What follows belongs to an exercise in optimizing a design on an open flow for small area, a short achievable clock period and few clock cycles per item; a production flow would make more cautious choices. RTL that was checked went through simulation tests only; none was proved equivalent to the original. Only the layout flow was run in run 1; the RTL was not checked for function there.

## flow/design.v (module list and top-level ports; edited modules follow where they fit)
// module WbRegs: 81 lines
// module iir_core: 3788 lines
// module IIR: 109 lines
module IIR #(
    parameter DW = 24,
    parameter CFGAW = 32,
    parameter CFGDW = 32,
    parameter COEFW = 18,
    parameter COEFQ = 16,
    parameter ORDER = 6,
    parameter STAGE_ORDER = 2
) (
    input  logic clk,
    input  logic rst,
    input  logic signed [DW-1:0] s_axis_tdata,
    input  logic s_axis_tvalid,
    output logic s_axis_tready,
    output logic signed [DW-1:0] m_axis_tdata,
    output logic m_axis_tvalid,
    input  logic m_axis_tready,
    input  logic cyc_i,
    input  logic stb_i,
    input  logic we_i,
    output logic ack_o,
    output logic stall_o,
    input  logic [CFGAW-1:0] addr_i,
    input  logic signed [CFGDW-1:0] data_i,
    output logic signed [CFGDW-1:0] data_o
);
  // ...
==> flow/run.sh <==
#!/bin/bash
# synth_recipe.tcl (not shown) runs the flow's synth.tcl, then flattens the netlist and writes it again
# the make line also repeats each setting of config.mk as NAME=value (left out here)
make -C /OpenROAD-flow-scripts/flow DESIGN_CONFIG=/design/flow/config.mk WORK_HOME=/design/flow/orfs CLKGATE_MAP_FILE= SYNTH_SCRIPT=/design/flow/synth_recipe.tcl finish
==> flow/config.mk <==
export PLATFORM = sky130hd
export DESIGN_NAME = IIR
export DESIGN_NICKNAME = IIR
export VERILOG_FILES = /design/flow/design.v
export SDC_FILE = /design/flow/constraint.sdc
export NUM_CORES = 4
export LEC_CHECK = 0
export CAP_MARGIN = 20
export CORE_MARGIN = 2
export CORE_UTILIZATION = 40
export SETUP_SLACK_MARGIN = 1.9
export SLEW_MARGIN = 20
==> flow/constraint.sdc <==
create_clock -name core_clock -period 8.0 [get_ports {clk}]
set_input_delay 1.6000 -clock core_clock [delete_from_list [all_inputs] [get_ports {clk}]]
set_output_delay 1.6000 -clock core_clock [all_outputs]
set_load 0.01 [all_outputs]
==> summary.md, run 1 <==
| Metric | Value |
|---|---|
| Largest family of logic cells by synthesized area | `adder cells` |
| Seq cells | `1121` |
| Mapped cell area | `0.191 mm²` |
| Pin count of the biggest net entering global routing | `around 130` |
| Post-CTS Setup Inserts | `between 100 and 150` |
| Via-to-Cell Ratio | `about 6` |
| Die W | `between 600 and 700 µm` |
| Min Tclk post-route | `about 6 ns` |
| Worst R2R End | `sos[2].iir_core_i.y1[23]` |
| Met1 wire length | `285 mm` |
| Pre-CTS setup slack | `roughly 0.71 ns` |
| Mapped Nets | `23837` |
| Register area | `between 0.02 and 0.03 mm²` |
| Average wire per standard cell | `between 20 and 30 µm` |
| Worst path bufs/invs | `4` |
| Status | `timing/DRC/antenna clean` |
| Slew HR | `between 10% and 20%` |
| Final hold violation count | `0` |
| Multi-input gate area | `around 0.15 mm²` |
| CP delay by family, top | `adder cells` |
| Worst-path clk slew | `~0.070 ns` |
| Fraction of area in multi-input gates | `a little over two thirds` |
| Yosys warning count | `15` |
| Synth Area per Inst | `~9.6 µm²` |
| CP arrival | `between 7 and 8 ns` |
| Final WS setup | `between 1.5 and 2 ns` |
| WHS Path Cells | `2` |
| Drt first pass iters | `7` |
| Plain + repair buffers | `~1000` |
==> module WbRegs, before the edit <==
module WbRegs #(
    parameter CFGAW = 32,
    parameter CFGDW = 32,
    parameter REGW = 18,
    parameter N_CTL = 18
) (
    input  logic clk,
    input  logic cyc_i,
    input  logic stb_i,
    input  logic we_i,
    output logic ack_o,
    output logic stall_o,
    input  logic [CFGAW-1:0] addr_i,
    input  logic [CFGDW-1:0] data_i,
    output logic [CFGDW-1:0] data_o,
    output logic [N_CTL*REGW-1:0] ctl_regs,
    output logic [N_CTL/3*REGW-1:0] sel_regs
);
assign stall_o = 1'b0;
function automatic logic is_neg(input int i);
    is_neg = (i % 6) > 3;
endfunction
function automatic logic [REGW-1:0] enc(input logic [REGW-1:0] c);
    enc = c;
    for (int j = 1; j < REGW / 2; j++)
        enc[2*j] = c[2*j] ^ c[2*j-1];
endfunction
function automatic logic [REGW-1:0] dec(input logic [REGW-1:0] e);
    dec = e;
    for (int j = 1; j < REGW / 2; j++)
        dec[2*j] = e[2*j] ^ e[2*j-1];
endfunction
function automatic logic [REGW-1:0] bsel(input logic [REGW-1:0] e);
    logic lo;
    for (int j = 0; j < REGW / 2; j++) begin
        lo = (j > 0) ? e[2*j-1] : 1'b0;
        bsel[j] = ~e[2*j] & (e[2*j+1] ^ lo);
        bsel[REGW/2 + j] = e[2*j+1] & ~(~e[2*j] & lo);
    end
endfunction
logic [REGW-1:0] regs [N_CTL];
logic [REGW-1:0] sels [N_CTL/3];
logic [REGW-1:0] rd_raw;
logic rd_neg;
logic [REGW-1:0] do_r;
always_comb begin
    rd_raw = '0;
    rd_neg = 1'b0;
    for (int i = 0; i < N_CTL; i++) begin
        if (addr_i == CFGAW'(i)) begin
            rd_raw = dec(regs[i]);
            rd_neg = is_neg(i);
        end
    end
end
always @(posedge clk) begin
    ack_o <= cyc_i & stb_i;
    if (cyc_i && stb_i) begin
        if (we_i && addr_i < CFGAW'(N_CTL)) begin
            for (int i = 0; i < N_CTL; i++) begin
                if (addr_i == CFGAW'(i)) begin
                    regs[i] <= enc(is_neg(i) ? -data_i[REGW-1:0] : data_i[REGW-1:0]);
                    if (is_neg(i))
                        sels[(i / 6) * 2 + (i % 6) - 4] <= bsel(enc(-data_i[REGW-1:0]));
                end
            end
        end else begin
            do_r <= rd_neg ? -rd_raw : rd_raw;
        end
    end
end
assign data_o = {{(CFGDW-REGW){do_r[REGW-1]}}, do_r};
generate
    for (genvar i = 0; i < N_CTL; i = i + 1) begin : flat
        assign ctl_regs[i*REGW +: REGW] = regs[i];
    end
    for (genvar i = 0; i < N_CTL / 3; i = i + 1) begin : flat_sel
        assign sel_regs[i*REGW +: REGW] = sels[i];
    end
endgenerate
endmodule
==> run 2: changes to the inputs <==
--- a/flow/design.v
+++ b/flow/design.v
@@ -53,28 +53,29 @@
         end
     end
 end
 always @(posedge clk) begin
     ack_o <= cyc_i & stb_i;
     if (cyc_i && stb_i) begin
         if (we_i && addr_i < CFGAW'(N_CTL)) begin
             for (int i = 0; i < N_CTL; i++) begin
-                if (addr_i == CFGAW'(i)) begin
+                if (addr_i == CFGAW'(i))
                     regs[i] <= enc(is_neg(i) ? -data_i[REGW-1:0] : data_i[REGW-1:0]);
-                    if (is_neg(i))
-                        sels[(i / 6) * 2 + (i % 6) - 4] <= bsel(enc(-data_i[REGW-1:0]));
-                end
             end
         end else begin
             do_r <= rd_neg ? -rd_raw : rd_raw;
         end
     end
 end
 assign data_o = {{(CFGDW-REGW){do_r[REGW-1]}}, do_r};
+always @(posedge clk) begin
+    for (int k = 0; k < N_CTL / 3; k++)
+        sels[k] <= bsel(regs[(k / 2) * 6 + 4 + (k % 2)]);
+end
 generate
     for (genvar i = 0; i < N_CTL; i = i + 1) begin : flat
         assign ctl_regs[i*REGW +: REGW] = regs[i];
     end
     for (genvar i = 0; i < N_CTL / 3; i = i + 1) begin : flat_sel
         assign sel_regs[i*REGW +: REGW] = sels[i];
     end
 endgenerate
@@ -90,18 +91,18 @@
     input  logic vq,            
     input  logic [DW-1:0] x,    
     input  logic [DW-1:0] xh1,  
     input  logic [6*COEFW-1:0] coefs,
     input  logic [2*COEFW-1:0] sels,
     output logic [DW-1:0] yo,
     output logic [DW-1:0] y2
 );
-logic [DW-1:0] y1;
-assign yo = y1;
+logic [DW-1:0] y1, y1n;
+assign yo = ~y1n;
 logic [COEFW-1:0] cb0, cb1, cb2, cn1, cn2;
 assign cb0 = coefs[0*COEFW +: COEFW];
 assign cb1 = coefs[1*COEFW +: COEFW];
 assign cb2 = coefs[2*COEFW +: COEFW];
 assign cn1 = coefs[4*COEFW +: COEFW];
 assign cn2 = coefs[5*COEFW +: COEFW];
 logic [8:0] cb0_one, cb0_two, cb0_xn, cb0_nc;
 assign cb0_one[0] = cb0[0];
@@ -3849,24 +3850,26 @@
     end
     if (adv || !vx) begin
         p_s <= pt_ra;
         p_c <= pt_rb;
     end
     if (adv) begin
         if (vq) begin
             y1 <= acc[39:16];
+            y1n <= ~acc[39:16];
             y2 <= yo;
             f  <= acc[15:0];
         end
     end
     if (rst) begin
         p_s <= '0;
         p_c <= '0;
         y1 <= '0;
+        y1n <= '1;
         y2 <= '0;
         f  <= '0;
     end
 end
 endmodule
 module IIR #(
     parameter DW = 24,
     parameter CFGAW = 32,
==> flow/config.mk (replaced) <==
export PLATFORM = sky130hd
export DESIGN_NAME = IIR
export DESIGN_NICKNAME = IIR
export VERILOG_FILES = /design/flow/design.v
export SDC_FILE = /design/flow/constraint.sdc
export NUM_CORES = 4
export LEC_CHECK = 0
export CAP_MARGIN = 20
export CORE_MARGIN = 2
export CORE_UTILIZATION = 55
export SETUP_SLACK_MARGIN = 1.9
export SLEW_MARGIN = 20
==> summary.md, run 2 <==
| Metric | Value |
|---|---|
| Status | `timing/DRC/antenna clean` |
| CP Class | `in -> reg` |
| DRC Markers | `0` |
| Pin count of the biggest net entering global routing | `87 (-34%)` |
| CP peak stage delay | `just under 0.9 ns` |
| Detail Route Antenna Nets | `0` |
| Root Buffer | `clkbuf_16` |
| Detail Placement HPWL | `595 mm` |
| Worst R2R End | `sos[2].iir_core_i.y1[23]` |
| Most frequent cells after synthesis | `fa_1, inv_1, a22oi_1, xnor2_1, clkbuf_1` |
| Worst path bufs/invs | `2 (-2)` |
| Routed wire length | `approximately 760 mm` |
| Mapped Nets | `23811 (-0.11%)` |
| Finish-stage setup viols | `0` |
| Pre-CTS setup slack | `0.766 ns (+0.0523 ns)` |
| Hold Crit Class | `reg -> reg` |
| Initial DRC Count | `around 19000` |
| Top FF cell, synth | `dfxtp_1` |
| Max reg flops | `324` |
| CP max-delay cell | `xor2_1` |
| Via count | `~150k` |
| Largest family of logic cells by synthesized area | `adder cells` |
| Area Overhead vs Synth | `7.95%` |
| Area of the die | `between 0.3 and 0.4 mm²` |
| Simple-gate share of the synthesized area | `under 10%` |
| Final nets | `roughly 23000` |
| Adder-Cell Fraction of Synth Area | `37.0%` |
| Max Fclk | `0.160 GHz` |
| Vias in the first global route | `around 160k` |
| FF-to-FF setup slack | `about 1.8 ns` |
| Most frequent cells in the layout | `fa_1, inv_1, a22oi_1` |
| Final instance area | `0.208 mm²` |
| Met1 wire length | `289 mm (+1.3%)` |
| Filler instances | `a little over 30000` |
| Worst-skew pair later-pin latency | `0.93 ns` |
| Hold slack | `approximately 0.45 ns` |
| Initial core utilization | `a little under three fifths` |
| Worst Setup End Kind | `flop` |
| Startpoint types | `primary input` |
| Fraction of registers with async set/reset | `0%` |
| First-pass GRT wire length | `1090 mm` |
| CP delay by family, top | `simple AND/OR/NAND/NOR gates` |
| H-tree depth | `4` |
| Hold Crit Endpoint | `sos[2].iir_core_i.p_s[37]` |
| Worst hold start | `sos[2].iir_core_i.p_s[37]` |
| Post-Route Utilization | `about three fifths` |
| Largest Register | `wb_regs_i.regs` |
| CP arrival | `6.83 ns (-0.18 ns)` |
| Yosys top cell area share | `around 34%` |
| Slew @ Worst Pin | `around 1.2 ns` |
| Syn Inst Count | `around 20000` |
| Setup TNS | `0 ns` |
| Average wire per standard cell | `31.3 µm (+11%)` |
| Worst-path clk slew | `0.05 ns (-0.02 ns)` |
| Post-synthesis sequential area ratio | `between 10% and 20%` |
| Final WS setup | `1.74 ns (-0.0866 ns)` |
| CTS tree | `built` |
| Mapped cell area | `0.193 mm² (+1.0%)` |
| Area fraction in compound gates after synthesis | `17.3%` |
| Synth Area in XOR/XNOR | `approximately 16%` |
| Post-synth EDFFs | `approximately 580` |
| CTS sink count | `approximately 1200` |
| Total grt overflow | `0` |
| CP Data Required Time | `~8.6 ns` |
| Die Ht | `just under 600 µm` |
| Multi-input gate area | `0.148 mm² (+0.59%)` |
| Tcrit/Tclk final | `78.3%` |
| Max_cap viols | `0` |
| Longest Clk Path Bufs | `4` |
| Cell variety after synth | `a little under 100` |
| Antenna violations before repair | `66` |
| Worst Reg-to-Reg Cells | `20` |
| Final hold violation count | `0 (unchanged)` |
| Fin. max-slew vios | `0` |
| Drt first pass iters | `8 (+1)` |
| Aggregate global-route resource usage | `a little over two fifths` |
| RR Startpoint | `wb_regs_i.sels[4][4]` |
| Clock skew | `between 0.08 and 0.09 ns` |
| Via-to-Cell Ratio | `6.41 (+8.3%)` |
| Worst-path maximum fanout | `10` |
| Commonest non-fill, non-tap cell in the layout | `fa_1` |
| WHS Path Cells | `2 (unchanged)` |
| DR WL met2 | `between 300 and 400 mm` |
| DR WL met3 | `approximately 90 mm` |
| Post-synthesis register bit count | `approximately 1200` |
| Placed cell areas | `approximately 0.2 mm²` |
| Min Tclk post-route | `6.26 ns (+0.0866 ns)` |
| Mux share of post-synthesis cell area | `0.842%` |
| Site row count | `approximately 220` |
| Yosys warning count | `15 (unchanged)` |
| Top routing layer in use | `met5` |
| Register area | `0.0299 mm² (+3.7%)` |
| Die W | `597 µm (-14%)` |
| Core ar. | `about 0.35 mm²` |
| CTS buffer count | `158` |
| Buffers on Ports | `about 140` |
| I/O pins | `155` |
| Cells along the critical path | `clkdlybuf4s50_1, or4_4, nor3_4, nand4_4, o2111ai_1, o211ai_1, o32ai_4, ha_1, inv_1, or2_4, o21ai_0, xor2_1` |
| Unrepaired setup endpoints after global routing | `true` |
| Layout cells sized above 1 | `under 10%` |
| Synth Area per Inst | `9.67 µm² (+1.2%)` |
| Largest cells by area after synthesis | `fa_1, xnor2_1, a22oi_1, edfxtp_1, dfxtp_1` |
| Synth area leader | `fa_1` |
| Placer Congestion | `between 1 and 1.5` |
| Most common cell in the synthesized netlist | `fa_1` |
| Slew HR | `16.8% (-0.53 points)` |
run 2: changes by cell type in the layout (fill, tap and decap cells not counted), moves of 99 or more:
| cell | delta |
|---|---|
| a21oi_1 | -162 |
| a22o_1 | +190 |
| a22oi_1 | +236 |
| inv_1 | +100 |
| nand2_1 | -233 |
| nor2_1 | -99 |
| o22ai_1 | -191 |
| xnor2_1 | +559 |
| xor2_1 | -506 |
run 2: worst min-delay path, stage by stage (launching register included):
cell     delay, ns
dfxtp_1       0.30
nand2_1       0.05
a21oi_1       0.05
run 2: timing repair:
| item | 4_1_cts | 5_1_grt |
|---|---|---|
| pin swaps | 74 | 93 |
| gates cloned | 10 | 4 |
| setup buffers | 69 | 63 |
| hold buffers | 0 | 0 |
| setup endpoints to repair | 164 | 207 |
| gates resized for setup | 229 | 188 |
run 2: kinds of logic after synthesis:
| logic type | Yosys count |
|---|---|
| other cells | 1 |
| compound gates | 4689 |
| buf+inv | 4654 |
| simple gates | 2063 |
| mux | 145 |
| fa+ha+maj | 3751 |
| flops | 1196 |
| xor+xnor | 3466 |
run 2: metrics by stage:
step,cells
global route,24073
detailed placement,23621
floorplan,19965
global placement,23620
CTS,23989
finish,24101
run 2: worst max-delay path by stage:
stage | from | end | slack [ns] | cells past startpoint
6_report | addr_i[4] | wb_regs_i.do_r[10] | 1.74 | 12
5_1_grt | wb_regs_i.regs[16][4] | sos[2].iir_core_i.y1[23] | 1.62 | 23
4_1_cts | wb_regs_i.regs[16][4] | sos[2].iir_core_i.y1[23] | 1.84 | 22
3_5_place_dp | sos[1].iir_core_i.y1[9] | sos[1].iir_core_i.y1n[18] | 0.77 | 20
3_3_place_gp | sos[1].iir_core_i.y1[9] | sos[1].iir_core_i.y1n[18] | 0.83 | 20
2_1_floorplan | wb_regs_i.sels[2][14] | sos[1].iir_core_i.y1[23] | 1.94 | 22
run 2: layer usage:
metal  GRT usage (%)  up-vias
met1            54.8    78469
li1                -    64581
met2            63.4     9304
met5           0.297        -
met3            11.9     2103
met4            22.3       38
run 2: area by class of cell:
| type | count | share of cell area [%] |
|---|---|---|
| clock buffers | 195 | 2.05 |
| multi-input cells | 14121 | 71.1 |
| clock inverters | 94 | 0.473 |
| repair inverters | 3 | 0.0120 |
| well taps | 4599 | 2.76 |
| diodes | 44 | 0.0528 |
| inverters | 2849 | 5.14 |
| flip-flops and latches | 1196 | 14.4 |
| repair buffers | 1000 | 4.02 |
Testbench counts of run 2, summed over its fixed seeds: cycles 2,104, items 2,048.
==> run 3: changes to the inputs <==
--- a/flow/config.mk
+++ b/flow/config.mk
@@ -7,6 +7,6 @@
 export LEC_CHECK = 0
 export CAP_MARGIN = 20
 export CORE_MARGIN = 2
-export CORE_UTILIZATION = 55
+export CORE_UTILIZATION = 40
 export SETUP_SLACK_MARGIN = 1.9
 export SLEW_MARGIN = 20
==> summary.md, run 3 <==
| Metric | Value |
|---|---|
| Status | `timing/DRC/antenna clean` |
| End point of the critical path | `sos[2].iir_core_i.y1n[16]` |
| CTS buffer count | `158 (unchanged)` |
| Mapped cell area | `0.193 mm² (unchanged)` |
| Worst-path clk slew | `0.06 ns (about the same)` |
| H-tree depth | `4 (unchanged)` |
| Placer Congestion | `1.01 (-1.4%)` |
| Total grt overflow | `0 (unchanged)` |
| Synth Area per Inst | `9.67 µm² (unchanged)` |
| CTS sink count | `1196 (unchanged)` |
| Core ar. | `0.481 mm² (+38%)` |
| Worst-path maximum fanout | `5 (-5)` |
| Hold-fix buffers, CTS | `0 (unchanged)` |
| DRC Markers | `0 (unchanged)` |
| Worst-skew pair later-pin latency | `0.97 ns (+0.04 ns)` |
| Via count | `153897 (-0.39%)` |
| Fraction of registers with async set/reset | `0% (unchanged)` |
| Clock skew | `0.0757 ns (-0.00746 ns)` |
| Post-synth EDFFs | `582 (unchanged)` |
| CP Data Required Time | `8.77 ns (+0.20 ns)` |
| Drt first pass iters | `9 (+1)` |
| Most frequent cells in the layout | `fa_1, inv_1, a22oi_1` |
| Largest cells by area after synthesis | `fa_1, xnor2_1, a22oi_1, edfxtp_1, dfxtp_1` |
| CTS tree | `built` |
| Worst Setup End Kind | `flop` |
| Antenna violations before repair | `39 (-41%)` |
| Non-filler cells, final | `25949 (+7.7%)` |
| Min Tclk post-route | `6.28 ns (+0.0194 ns)` |
| Longest Clk Path Bufs | `4 (unchanged)` |
| Initial DRC Count | `18478 (-1.2%)` |
| Initial core utilization | `40.1% (-15 points)` |
| Die Ht | `699 µm (+17%)` |
| Buffers on Ports | `139 (unchanged)` |
| Mapped Nets | `23811 (unchanged)` |
| Max Fclk | `0.159 GHz (-0.31%)` |
| Hold slack | `0.447 ns (-0.00206 ns)` |
| Detail Placement HPWL | `584 mm (-1.9%)` |
| Post-synthesis register bit count | `1196 (unchanged)` |
| Pre-CTS setup slack | `0.756 ns (-0.00989 ns)` |
| RR Startpoint | `wb_regs_i.regs[16][4]` |
| Most common cell in the synthesized netlist | `fa_1` |
| Largest Register | `wb_regs_i.regs` |
| Site row count | `255 (+18%)` |
| Aggregate global-route resource usage | `29.4% (-13 points)` |
| Via-to-Cell Ratio | `5.93 (-7.5%)` |
| Layout cells sized above 1 | `9.08% (+0.16 points)` |
| Yosys warning count | `15 (unchanged)` |
| Yosys top cell area share | `33.9% (unchanged)` |
| Critical path launch point | `wb_regs_i.regs[16][4]` |
| CP Class | `reg -> reg` |
| Root Buffer | `clkbuf_16` |
| Area of the die | `0.488 mm² (+37%)` |
| Max_cap viols | `0 (unchanged)` |
| Most frequent cells after synthesis | `fa_1, inv_1, a22oi_1, xnor2_1, clkbuf_1` |
| Hold Crit Class | `reg -> reg` |
| Startpoint types | `flop` |
| Setup TNS | `0 ns (unchanged)` |
| Max reg flops | `324 (unchanged)` |
| Routed wire length | `737 mm (-2.4%)` |
| Slew @ Worst Pin | `1.24 ns (-0.00486 ns)` |
| Final WS setup | `1.72 ns (-0.0194 ns)` |
| Slew HR | `16.4% (-0.42 points)` |
| Final hold violation count | `0 (unchanged)` |
| Die W | `699 µm (+17%)` |
| Commonest non-fill, non-tap cell in the layout | `fa_1` |
| Post-synthesis sequential area ratio | `15.4% (unchanged)` |
| Tcrit/Tclk final | `78.5% (+0.24 points)` |
| Cell variety after synth | `97 (unchanged)` |
| Final nets | `23218 (+0.19%)` |
| FF-to-FF setup slack | `1.72 ns (-0.04 ns)` |
| Placed Instances | `25443 (+7.7%)` |
| Area Overhead vs Synth | `9.40%` |
| Detail Route Antenna Nets | `0 (unchanged)` |
| Filler instances | `46225 (+50%)` |
| Fin. max-slew vios | `0 (unchanged)` |
| First-pass GRT wire length | `1070 mm (-1.3%)` |
| Pin count of the biggest net entering global routing | `125 (+44%)` |
| Worst R2R End | `sos[2].iir_core_i.y1n[16]` |
| Unrepaired setup endpoints after global routing | `true` |
| I/O pins | `155 (unchanged)` |
| Finish-stage setup viols | `0 (unchanged)` |
| Syn Inst Count | `19965 (unchanged)` |
| Worst Reg-to-Reg Cells | `23 (+15%)` |
| CP arrival | `7.05 ns (+0.22 ns)` |
| Average wire per standard cell | `28.4 µm (-9.4%)` |
| Synth area leader | `fa_1` |
| Vias in the first global route | `157059 (-0.37%)` |
| Top FF cell, synth | `dfxtp_1` |
## run 3: cell counts after synthesis
No cell type changed its count.
## run 3: logic make-up after synthesis
| family | after synthesis | share of synthesized area [%] |
|---|---|---|
| AOI/OAI and AO/OA | 4689 | 17.3 |
| buffers and inverters | 4654 | 9.10 |
| adders and majority gates | 3751 | 37.0 |
| xor gates and xnor gates | 3466 | 15.7 |
| and+or+nand+nor | 2063 | 4.68 |
| DFF | 1196 | 15.4 |
| muxes | 145 | 0.842 |
| other | 1 | 0.00194 |
## run 3: how the worst min path moves through the flow
stage	cells past startpoint	end	from	slack, ns
after floorplan	0	wb_regs_i.sels[0][9]	wb_regs_i.regs[4][1]	0.43
after global placement	2	sos[1].iir_core_i.p_c[24]	sos[1].iir_core_i.p_c[24]	0.44
after detailed placement	2	sos[2].iir_core_i.p_c[37]	sos[2].iir_core_i.p_c[37]	0.44
after CTS	2	sos[0].iir_core_i.p_s[17]	sos[0].iir_core_i.p_s[17]	0.45
after global routing	2	sos[1].iir_core_i.p_s[20]	sos[1].iir_core_i.p_s[20]	0.46
final	2	sos[0].iir_core_i.p_c[21]	sos[0].iir_core_i.p_c[21]	0.45
## run 3: final cells by class
| type | instances | area (µm²) | area share [%] |
|---|---|---|---|
| inverters | 2849 | 10700 | 5.08 |
| repair inverters | 3 | 22.5 | 0.0107 |
| clock buffers | 203 | 4390 | 2.08 |
| flip-flops and latches | 1196 | 29900 | 14.2 |
| clock inverters | 85 | 991 | 0.469 |
| diodes | 24 | 60.1 | 0.0284 |
| repair buffers | 1045 | 8810 | 4.17 |
| well taps | 6425 | 8040 | 3.80 |
| multi-input cells | 14119 | 148000 | 70.2 |
## run 3: layer usage
layer | wire length [µm] | GRT usage [%]
met5 | 122 | 0
met4 | 43300 | 13.9
met3 | 75700 | 6.38
met2 | 323000 | 45.6
met1 | 295000 | 39.3
## run 3: critical path: stages, from the launching register on
cell,delay (ns)
edfxtp_1,0.49
buf_6,0.15
clkinvlp_4,0.09
buf_6,0.15
buf_4,0.16
o22ai_1,0.15
o21ai_1,0.09
fa_1,0.47
fa_1,0.52
fa_2,0.38
fa_1,0.45
fa_1,0.50
inv_1,0.07
ha_4,0.30
nand3_2,0.15
or4_4,0.60
o221ai_4,0.16
a21o_1,0.21
buf_6,0.13
o21bai_4,0.06
and2_4,0.18
o21ai_2,0.10
nand4b_1,0.27
a21boi_2,0.29
## run 3: repair_timing
action,4_1_cts,5_1_grt
gates resized for setup,249,206
setup endpoints to repair,168,218
pin swaps,68,84
gates cloned,8,3
setup buffers,77,103
endpoints found under the hold margin,0,0
## run 3: metrics by stage
| stage | utilization [%] | area, µm² |
|---|---|---|
| 2_1_floorplan | - | 193000 |
| 3_3_place_gp | 42.0 | 202000 |
| 3_5_place_dp | 42.0 | 202000 |
| 4_1_cts | 43.5 | 209000 |
| 5_1_grt | 43.9 | 211000 |
| 6_report | 43.9 | 211000 |

-- static timing again, ports no longer ideal --
No port has a modelled driver above. Below, the same layouts with a new extraction and two added sets of constraints.
Step 1 sets driving cells, clkbuf_16 on the clock port and buf_2 on the other inputs (assumed; they add their load-dependent delay and slew).
Step 2 times the ports against the registers' clock, not the clock port: input delays grow and output delays shrink by t, the midpoint of the rising clock arrivals with the driver on.
Three values: no drivers, after step 1, after step 2; two values: the first two.
run | shift t [ns] | setup slack, ns | worst hold slack (ns)
run 1 | 1.028 | 1.825 / 1.825 / 0.809 | 0.449 / 0.449 / 0.449
run 2 | 1.019 | 1.738 / 1.762 / 0.742 | 0.449 / 0.449 / 0.449
run 3 | 1.050 | 1.719 / 1.719 / 1.074 | 0.447 / 0.447 / 0.447
After both steps every run listed still meets setup and hold. The setup slack of run 1, which loses most, moves by 0.000 ns with the drivers and by -1.016 ns with both steps.
